Background: an optimization exercise with open tools, aiming at small area. Do not read the settings as production practice. The RTL of this run was laid out without a check of its function. Power and IR drop assume default switching activity.

==> design.v <==
`timescale 1ns / 1ps
module fifo (
    input              clk,         
    input              rstn,        
    input              we,          
    input              re,          
    input              soft_rst,    
    input              lfd_state,   
    input      [7:0]   din,         
    output reg [7:0]   dout,        
    output             full,        
    output             empty        
);
    reg [4:0] wr_pt, rd_pt;         
    reg [6:0] fifo_counter;         
    reg       lfd_state_s;          
    reg [8:0] mem[15:0];
    integer i;
    always @(posedge clk) begin
        if (!rstn || soft_rst) begin
            wr_pt <= 5'd0;
            rd_pt <= 5'd0;
        end
        else begin
            if (re && !empty)
                rd_pt <= rd_pt + 5'd1;
            if (we && !full)
                wr_pt <= wr_pt + 5'd1;
        end
    end
    always @(posedge clk) begin
        if (!rstn)
            lfd_state_s <= 1'b0;
        else
            lfd_state_s <= lfd_state;
    end
    always @(posedge clk) begin
        if (!rstn || soft_rst) begin
            for (i = 0; i < 16; i = i + 1)
                mem[i] <= 9'd0;
        end
        else if (we && !full) begin
            mem[wr_pt[3:0]] <= {lfd_state_s, din};   
        end
    end
    always @(posedge clk) begin
        if (!rstn)
            dout <= 8'd0;
        else if (soft_rst)
            dout <= 8'd0;   
        else if (re && !empty)
            dout <= mem[rd_pt[3:0]][7:0];   
    end
    always @(posedge clk) begin
        if (!rstn || soft_rst) begin
            fifo_counter <= 7'd0;
        end
        else if (re && !empty) begin
            if (mem[rd_pt[3:0]][8] == 1)   
                fifo_counter <= mem[rd_pt[3:0]][7:2] + 7'd1;   
            else if (fifo_counter != 7'd0)
                fifo_counter <= fifo_counter - 7'd1;
        end
    end
    assign full  = ((wr_pt[4] != rd_pt[4]) && (wr_pt[3:0] == rd_pt[3:0])) ? 1'b1 : 1'b0;
    assign empty = (wr_pt == rd_pt) ? 1'b1 : 1'b0;
endmodule
`timescale 1ns / 1ps
module fsm (
    input        clk, rstn, pkt_vd,
    input        fifo_full,
    input        fifo_empty0, fifo_empty1, fifo_empty2,
    input        sft_rst0, sft_rst1, sft_rst2,
    input        parity_done, low_pkt_vd,
    input  [1:0] din,
    output       detect_add, ld_state, laf_state, full_state,
    output       lfd_state, write_enb_reg, rst_in_reg, busy
);
    parameter decode_address     = 3'b000,
              load_first_data    = 3'b001,
              load_data          = 3'b010,
              wait_till_empty    = 3'b011,
              load_parity        = 3'b100,
              check_parity_error = 3'b101,
              fifo_full_state    = 3'b110,
              load_after_full    = 3'b111;
    reg [2:0] pst, nst;  
    always @(posedge clk) begin
        if (!rstn || sft_rst0 || sft_rst1 || sft_rst2)
            pst <= decode_address;
        else
            pst <= nst;
    end
    always @(*) begin
        nst = decode_address;   
        case (pst)
            decode_address: begin
                if ((pkt_vd && din == 2'd0 && fifo_empty0) ||
                    (pkt_vd && din == 2'd1 && fifo_empty1) ||
                    (pkt_vd && din == 2'd2 && fifo_empty2))
                    nst = load_first_data;
                else if ((pkt_vd && din == 2'd0 && !fifo_empty0) ||
                         (pkt_vd && din == 2'd1 && !fifo_empty1) ||
                         (pkt_vd && din == 2'd2 && !fifo_empty2))
                    nst = wait_till_empty;
                else
                    nst = decode_address;
            end
            load_first_data:
                nst = load_data;
            load_data: begin
                if (!fifo_full && !pkt_vd)
                    nst = load_parity;
                else if (fifo_full)
                    nst = fifo_full_state;
                else
                    nst = load_data;
            end
            wait_till_empty: begin
                if (fifo_empty0 || fifo_empty1 || fifo_empty2)
                    nst = load_first_data;
                else
                    nst = wait_till_empty;
            end
            load_parity:
                nst = check_parity_error;
            check_parity_error: begin
                if (fifo_full)
                    nst = fifo_full_state;
                else
                    nst = decode_address;
            end
            fifo_full_state: begin
                if (!fifo_full)
                    nst = load_after_full;
                else
                    nst = fifo_full_state;
            end
            load_after_full: begin
                if (!parity_done && !low_pkt_vd)
                    nst = load_data;
                else if (!parity_done && low_pkt_vd)
                    nst = load_parity;
                else if (parity_done)
                    nst = decode_address;
            end
        endcase
    end
    assign detect_add     = (pst == decode_address);
    assign lfd_state      = (pst == load_first_data);
    assign ld_state       = (pst == load_data);
    assign laf_state      = (pst == load_after_full);
    assign full_state     = (pst == fifo_full_state);
    assign write_enb_reg  = (pst == load_data || pst == load_parity || pst == load_after_full);
    assign rst_in_reg     = (pst == check_parity_error);
    assign busy           = (pst == load_data || pst == decode_address) ? 1'b0 : 1'b1;
endmodule
`timescale 1ns / 1ps
module register (
    input        clk, rstn, pkt_vd, fifo_full, rst_in_reg,
    input        detect_addr, ld_state, laf_state, full_state, lfd_state,
    input  [7:0] din,
    output reg   parity_done, low_pkt_vd, error,
    output reg [7:0] dout
);
    reg [7:0] hold_header_reg;      
    reg [7:0] fifo_full_reg;        
    reg [7:0] pkt_parity_reg;       
    reg [7:0] itrnl_parity_reg;     
    always @(posedge clk) begin
        if (!rstn) begin
            dout <= 8'b0;
            fifo_full_reg <= 8'b0;                         
        end
        else begin
            if (detect_addr && pkt_vd)
                hold_header_reg <= din;                    
            else if (lfd_state)
                dout <= hold_header_reg;                   
            else if (ld_state && !fifo_full)
                dout <= din;                               
            else if (ld_state && fifo_full)
                fifo_full_reg <= din;                      
            else if (laf_state)
                dout <= fifo_full_reg;                     
        end
    end
    always @(posedge clk) begin
        if (!rstn)
            pkt_parity_reg <= 8'b0;
        else if (!pkt_vd && ld_state)
            pkt_parity_reg <= din;  
    end
    always @(posedge clk) begin
        if (!rstn)
            itrnl_parity_reg <= 8'b0;
        else if (detect_addr)
            itrnl_parity_reg <= 8'b0;  
        else if (lfd_state)
            itrnl_parity_reg <= itrnl_parity_reg ^ hold_header_reg;  
        else if (ld_state && pkt_vd && !full_state)
            itrnl_parity_reg <= itrnl_parity_reg ^ din;  
    end
    always @(posedge clk) begin
        if (!rstn)
            error <= 1'b0;
        else if (parity_done) begin
            error <= (itrnl_parity_reg != pkt_parity_reg);  
        end
    end
    always @(posedge clk) begin
        if (!rstn)
            parity_done <= 1'b0;
        else if ((ld_state && !fifo_full && !pkt_vd) || (laf_state && !pkt_vd))
            parity_done <= 1'b1;  
        else
            parity_done <= 1'b0;
    end
    always @(posedge clk) begin
        if (!rstn)
            low_pkt_vd <= 1'b0;
        else if (rst_in_reg)
            low_pkt_vd <= 1'b0;  
        else if (ld_state && !pkt_vd)
            low_pkt_vd <= 1'b1;  
    end
endmodule
`timescale 1ns / 1ps
module synchronizer_block (
    input        clk, rstn,
    input        detect_addr, write_enb_reg,
    input        re0, re1, re2,     
    input        e0, e1, e2,        
    input        f0, f1, f2,        
    input  [1:0] din,               
    output reg   fifo_full,         
    output       vo0, vo1, vo2,     
    output reg   sr0, sr1, sr2,     
    output reg [2:0] we             
);
    reg [1:0] address;              
    reg [4:0] count_0, count_1, count_2;   
    always @(posedge clk) begin
        if (!rstn)
            address <= 2'b00;
        else if (detect_addr)
            address <= din;
    end
    always @(*) begin
        if (write_enb_reg) begin
            case (address)
                2'b00: we = 3'b001;   
                2'b01: we = 3'b010;   
                2'b10: we = 3'b100;   
                default: we = 3'b000;
            endcase
        end else begin
            we = 3'b000;
        end
    end
    always @(*) begin
        case (address)
            2'b00: fifo_full = f0;
            2'b01: fifo_full = f1;
            2'b10: fifo_full = f2;
            default: fifo_full = 1'b0;
        endcase
    end
    assign vo0 = ~e0;
    assign vo1 = ~e1;
    assign vo2 = ~e2;
    always @(posedge clk) begin
        if (!rstn) begin
            sr0     <= 1'b0;
            count_0 <= 5'd0;
        end else if (!vo0 || re0) begin
            sr0     <= 1'b0;
            count_0 <= 5'd0;
        end else if (count_0 <= 5'd29) begin
            sr0     <= 1'b0;
            count_0 <= count_0 + 1;
        end else begin
            sr0     <= 1'b1;
            count_0 <= 5'd0;
        end
    end
    always @(posedge clk) begin
        if (!rstn) begin
            sr1     <= 1'b0;
            count_1 <= 5'd0;
        end else if (!vo1 || re1) begin
            sr1     <= 1'b0;
            count_1 <= 5'd0;
        end else if (count_1 <= 5'd29) begin
            sr1     <= 1'b0;
            count_1 <= count_1 + 1;
        end else begin
            sr1     <= 1'b1;
            count_1 <= 5'd0;
        end
    end
    always @(posedge clk) begin
        if (!rstn) begin
            sr2     <= 1'b0;
            count_2 <= 5'd0;
        end else if (!vo2 || re2) begin
            sr2     <= 1'b0;
            count_2 <= 5'd0;
        end else if (count_2 <= 5'd29) begin
            sr2     <= 1'b0;
            count_2 <= count_2 + 1;
        end else begin
            sr2     <= 1'b1;
            count_2 <= 5'd0;
        end
    end
endmodule
`timescale 1ns / 1ps
module top_module (
    input         clk, rstn,           
    input         pkt_vd,             
    input         re0, re1, re2,      
    input  [7:0]  din,                
    output        vo0, vo1, vo2,      
    output        busy, error,        
    output [7:0]  dout0, dout1, dout2  
);
    wire sr0, sr1, sr2;              
    wire parity_done;                
    wire fifo_full;                  
    wire low_pkt_vd;                 
    wire fe0, fe1, fe2;              
    wire full0, full1, full2;        
    wire detect_addr;                
    wire ld_state, laf_state;        
    wire full_state, write_enb_reg;  
    wire lfd_state, rst_int_reg;     
    wire [2:0] we;                   
    wire [7:0] data_out;             
    fifo f1 (
        .clk(clk), .rstn(rstn),
        .we(we[0]), .re(re0), .soft_rst(sr0),
        .lfd_state(lfd_state),
        .empty(fe0), .full(full0),
        .din(data_out), .dout(dout0)
    );
    fifo f2 (
        .clk(clk), .rstn(rstn),
        .we(we[1]), .re(re1), .soft_rst(sr1),
        .lfd_state(lfd_state),
        .empty(fe1), .full(full1),
        .din(data_out), .dout(dout1)
    );
    fifo f3 (
        .clk(clk), .rstn(rstn),
        .we(we[2]), .re(re2), .soft_rst(sr2),
        .lfd_state(lfd_state),
        .empty(fe2), .full(full2),
        .din(data_out), .dout(dout2)
    );
    fsm fb (
        .clk(clk), .rstn(rstn),
        .pkt_vd(pkt_vd),
        .din(din[1:0]),
        .fifo_full(fifo_full),
        .fifo_empty0(fe0),
        .fifo_empty1(fe1),
        .fifo_empty2(fe2),
        .sft_rst0(sr0),
        .sft_rst1(sr1),
        .sft_rst2(sr2),
        .parity_done(parity_done),
        .low_pkt_vd(low_pkt_vd),
        .detect_add(detect_addr),
        .ld_state(ld_state),
        .laf_state(laf_state),
        .full_state(full_state),
        .lfd_state(lfd_state),
        .write_enb_reg(write_enb_reg),
        .rst_in_reg(rst_int_reg),
        .busy(busy)
    );
    register r1 (
        .clk(clk), .rstn(rstn),
        .pkt_vd(pkt_vd),
        .fifo_full(fifo_full),
        .rst_in_reg(rst_int_reg),
        .detect_addr(detect_addr),
        .ld_state(ld_state),
        .laf_state(laf_state),
        .full_state(full_state),
        .lfd_state(lfd_state),
        .din(din),
        .parity_done(parity_done),
        .low_pkt_vd(low_pkt_vd),
        .error(error),
        .dout(data_out)
    );
    synchronizer_block s1 (
        .clk(clk), .rstn(rstn),
        .detect_addr(detect_addr),
        .write_enb_reg(write_enb_reg),
        .re0(re0), .re1(re1), .re2(re2),
        .e0(fe0), .e1(fe1), .e2(fe2),
        .f0(full0), .f1(full1), .f2(full2),
        .din(din[1:0]),
        .vo0(vo0), .vo1(vo1), .vo2(vo2),
        .sr0(sr0), .sr1(sr1), .sr2(sr2),
        .fifo_full(fifo_full),
        .we(we)
    );
endmodule
==> run.sh <==
#!/bin/bash
# synth_recipe.tcl (not shown) runs the flow's synth.tcl, then flattens the netlist and writes it again
# the make line also repeats each setting of config.mk as NAME=value (left out here)
make -C /OpenROAD-flow-scripts/flow DESIGN_CONFIG=/design/flow/config.mk WORK_HOME=/design/flow/orfs CLKGATE_MAP_FILE= SYNTH_SCRIPT=/design/flow/synth_recipe.tcl finish
==> config.mk <==
export PLATFORM = sky130hd
export DESIGN_NAME = top_module
export DESIGN_NICKNAME = top_module
export VERILOG_FILES = /design/flow/design.v
export SDC_FILE = /design/flow/constraint.sdc
export NUM_CORES = 4
export LEC_CHECK = 0
export CAP_MARGIN = 20
export CORE_MARGIN = 2
export CORE_UTILIZATION = 40
export SLEW_MARGIN = 20
==> constraint.sdc <==
create_clock -name core_clock -period 5.0 [get_ports {clk}]
set_input_delay 1.0000 -clock core_clock [delete_from_list [all_inputs] [get_ports {clk}]]
set_output_delay 1.0000 -clock core_clock [all_outputs]
set_load 0.01 [all_outputs]
==> impl_metrics.toml <==
[floorplan]
start_util_pct = 40.3
io_pins = 43
die_w_um = 247
coreArea_um2 = 58700
die_area_um2 = 61000
rows = 89
die_height_um = 247

[global_routing]
grt_pass1_vias = 13800
gr-total-overflow = 0
grt_max_degree = 50
track_usage_pct = 18.8
antenna_found_initial = 0
grt_pass1_wl_um = 85600

[finish]
final_layout_size_suffix_gt1_share_pct = 15.6
nFillCells = 5165
final_nets = 1774
antenna_cells = 0
final_common_cell = "edfxtp_1"
reg_top3 = "f1.mem: 128 flops, f2.mem: 128 flops, f3.mem: 128 flops"
syn2layout_area_growth_pct = 11.6
mostFrequentLayoutCells = "edfxtp_1 (392), and2_1 (386), mux4_2 (120)"

[timing]
fin_skew_ns = 0.0205
tns_ns = 0
relSlewSlack_pct = 21.4
worst_pin_slew_ns = 1.17
fmax_ghz = 0.251
rsz0062_at_grt = "no"
fin_crit_ns = 3.99
fin_crit_sh_pct = 79.8
setup-violations-final = 0
whs_ns = 0.463
hold_violations = 0
finalMaxSlewViolations = 0

[setup_path]
start_kind = "flip-flop"
r2r_setup_slack_ns = 1.61
reg2reg_from = "f1.rd_pt[2]"
cp.arrival_ns = 2.99
crit_start = "f1.rd_pt[2]"
critical_path.endpoint_type = "output pin"
worstPathRequired_ns = 4.00
critPathMaxFanout = 10
crit_type = "flip-flop to output pin"

[clock_tree]
worstSkewPairLatency_ns = 0.60
post-cts-setup-buffers = 0
cts.path.max_buffers = 3
numClockSinks = 504
clkTransAtPathRegs_ns = 0.05
cts_tree = "done"
cts_hold_buf = 0
ctsHtreeMaxLevel = 2
cts-root-buf = "clkbuf_16"
numCtsBuffers = 55
cts_resized = 0

[logic_synthesis]
synth-seq-cells = 504
synth_top_area_share_pct = 49.8
yosys.cell_types.count = 70
syn_nets = 1774
syn_avg_cell_area_um2 = 13.6
async_reset_ff_share_pct = 0
ys_seq_area_share_pct = 59.3
synth_top_area_cell = "edfxtp_1"
ys.warnings.count = 4
synthCells = 1739
synth-main-ff-cell = "edfxtp_1"
synth_edf_count = 392
syn_area_um2 = 23600
synthTopCellsByArea = "edfxtp_1 (50%), mux4_2 (11%), and2_1 (10%)"

[routing]
drt-total-wl_um = 55900
via_count = 13700
drtIter0Drc = 1176
dr.pass1.iters = 5
route.detailed.drc = 0
wl_per_cell_um = 21.9
vias_per_cell = 5.36
ant_nets = 0

[pwr]
p_leak_uw = 0.00920
internal_power_uw = 7650
p_comb_share_pct = 17.3
ir_drop_mv = 0.300
seqPwrFrac_pct = 45.7
pwr_density_cell_nw_per_um2 = 404
p_clk_share_pct = 37.0
switchingPower_uw = 3000
switching_share_pct = 28.2

[placement]
io_buffer_count = 42
dp_hpwl_um = 36100
place_congestion = 0.805

[min_path]
worstHoldStart = "f1.dout[1]"
hp-class = "flip-flop to flip-flop"

[flow_run]
drv_cap = 0

[outcome]
status = "finished clean"
metal layers:
layer | share of wire [%] | track usage [%] | routed length (µm) | vias up
met1 | 45 | 26.4 | 25000 | 6903
met2 | 47 | 30.3 | 26500 | 435
met3 | 5.9 | 3.03 | 3310 | 80
met5 | 0 | 0 | 0 | -
li1 | - | - | - | 6270
met4 | 2.2 | 4.98 | 1200 | 0
cells by family after synthesis:
logic type / Yosys count / synth area share (%)
muxes: 151 / 12.7
buffers and inverters: 158 / 3.02
and+or+nand+nor: 717 / 17.8
adders and majority gates: 21 / 1.11
DFF: 504 / 59.3
xor gates and xnor gates: 55 / 2.07
AOI/OAI and AO/OA: 133 / 3.95
path summary, 6_finish.rpt:
path                            cells after the start           end
worst max-delay path                                5           vo0
worst min-delay path                                2    f1.dout[1]
worst max register to register                      5  f1.mem[5][0]
worst min register to register                      2    f1.dout[1]
power by group through the flow:
stage / Combinational [µW] / Sequential [µW] / Clock [µW]
global route: 1980 / 4890 / 4170
detailed placement: 1860 / 4960 / 0
floorplan: 1160 / 4900 / 0
CTS: 1860 / 4870 / 4020
finish: 1840 / 4870 / 3940
global placement: 1840 / 4950 / 0
Yosys cell counts, types with 7 or more instances:
| cell type | n |
|---|---|
| a21boi_0 | 16 |
| a21oi_1 | 33 |
| a22oi_1 | 7 |
| and2_1 | 386 |
| and3_1 | 23 |
| buf_2 | 30 |
| buf_4 | 10 |
| clkbuf_1 | 78 |
| dfxtp_1 | 112 |
| edfxtp_1 | 392 |
| ha_1 | 21 |
| inv_1 | 30 |
| mux2i_1 | 31 |
| mux4_2 | 120 |
| nand2_1 | 109 |
| nand2b_1 | 50 |
| nand3_1 | 14 |
| nor2_1 | 55 |
| nor2b_1 | 8 |
| nor3_1 | 13 |
| nor3_2 | 19 |
| o21ai_0 | 27 |
| o2bb2ai_1 | 8 |
| xnor2_1 | 27 |
| xor2_1 | 27 |
per-stage QoR:
step | area [µm²] | cells | util (%) | power (µW) | setup slack (ns)
final | 26400 | 2554 | 45.0 | 10700 | 1.01
after detailed placement | 24700 | 2455 | 42.0 | 6810 | 1.33
after CTS | 26400 | 2554 | 45.0 | 10800 | 1.01
after global placement | 24700 | 2455 | 42.0 | 6790 | 1.43
after global routing | 26400 | 2554 | 45.0 | 11000 | 0.871
after floorplan | 23600 | 1739 | - | 6060 | 2.35
critical path, stage by stage (launching register included):
cell,delay (ns)
dfxtp_1,0.72
xnor2_1,0.22
nand4_1,0.49
nor2_1,0.36
inv_1,0.11
clkdlybuf4s50_1,0.50
final cells by class:
cell class / instances / area (µm²) / share of cell area, %
clock buffer: 79 / 1510 / 5.71
timing repair buffer: 71 / 633 / 2.40
clock inverter: 20 / 223 / 0.844
inverter: 30 / 113 / 0.427
multi-input combinational: 1077 / 8920 / 33.8
tap: 773 / 967 / 3.67
sequential: 504 / 14000 / 53.2

[re-timing with driven ports]
The results above use ideal ports. As a check the final layout listed here was re-extracted and re-timed, cells and wires unchanged. Step 1 sets driving cells, clkbuf_16 on the clock port and buf_2 on the other inputs (assumed; they add their load-dependent delay and slew). Step 2 moves the port delays by t, midway between the first and last clock arrival at a register: inputs arrive t later, outputs are due t later. That takes back most of the time a late clock gives input paths. a / b / c = ideal ports / drivers / drivers and shift; a / b = the first two.
t (ns): 0.645
setup WS [ns]: 1.008 / 0.951 / 1.322
worst setup path after step 2: input to register
clock arrival spread, ns: 0.022 / 0.022
worst slew at a driven data input, ns: 0.04
After both steps setup and hold are still met in this run. The setup slack of this run moves by -0.057 ns with the drivers and by +0.314 ns with both steps.
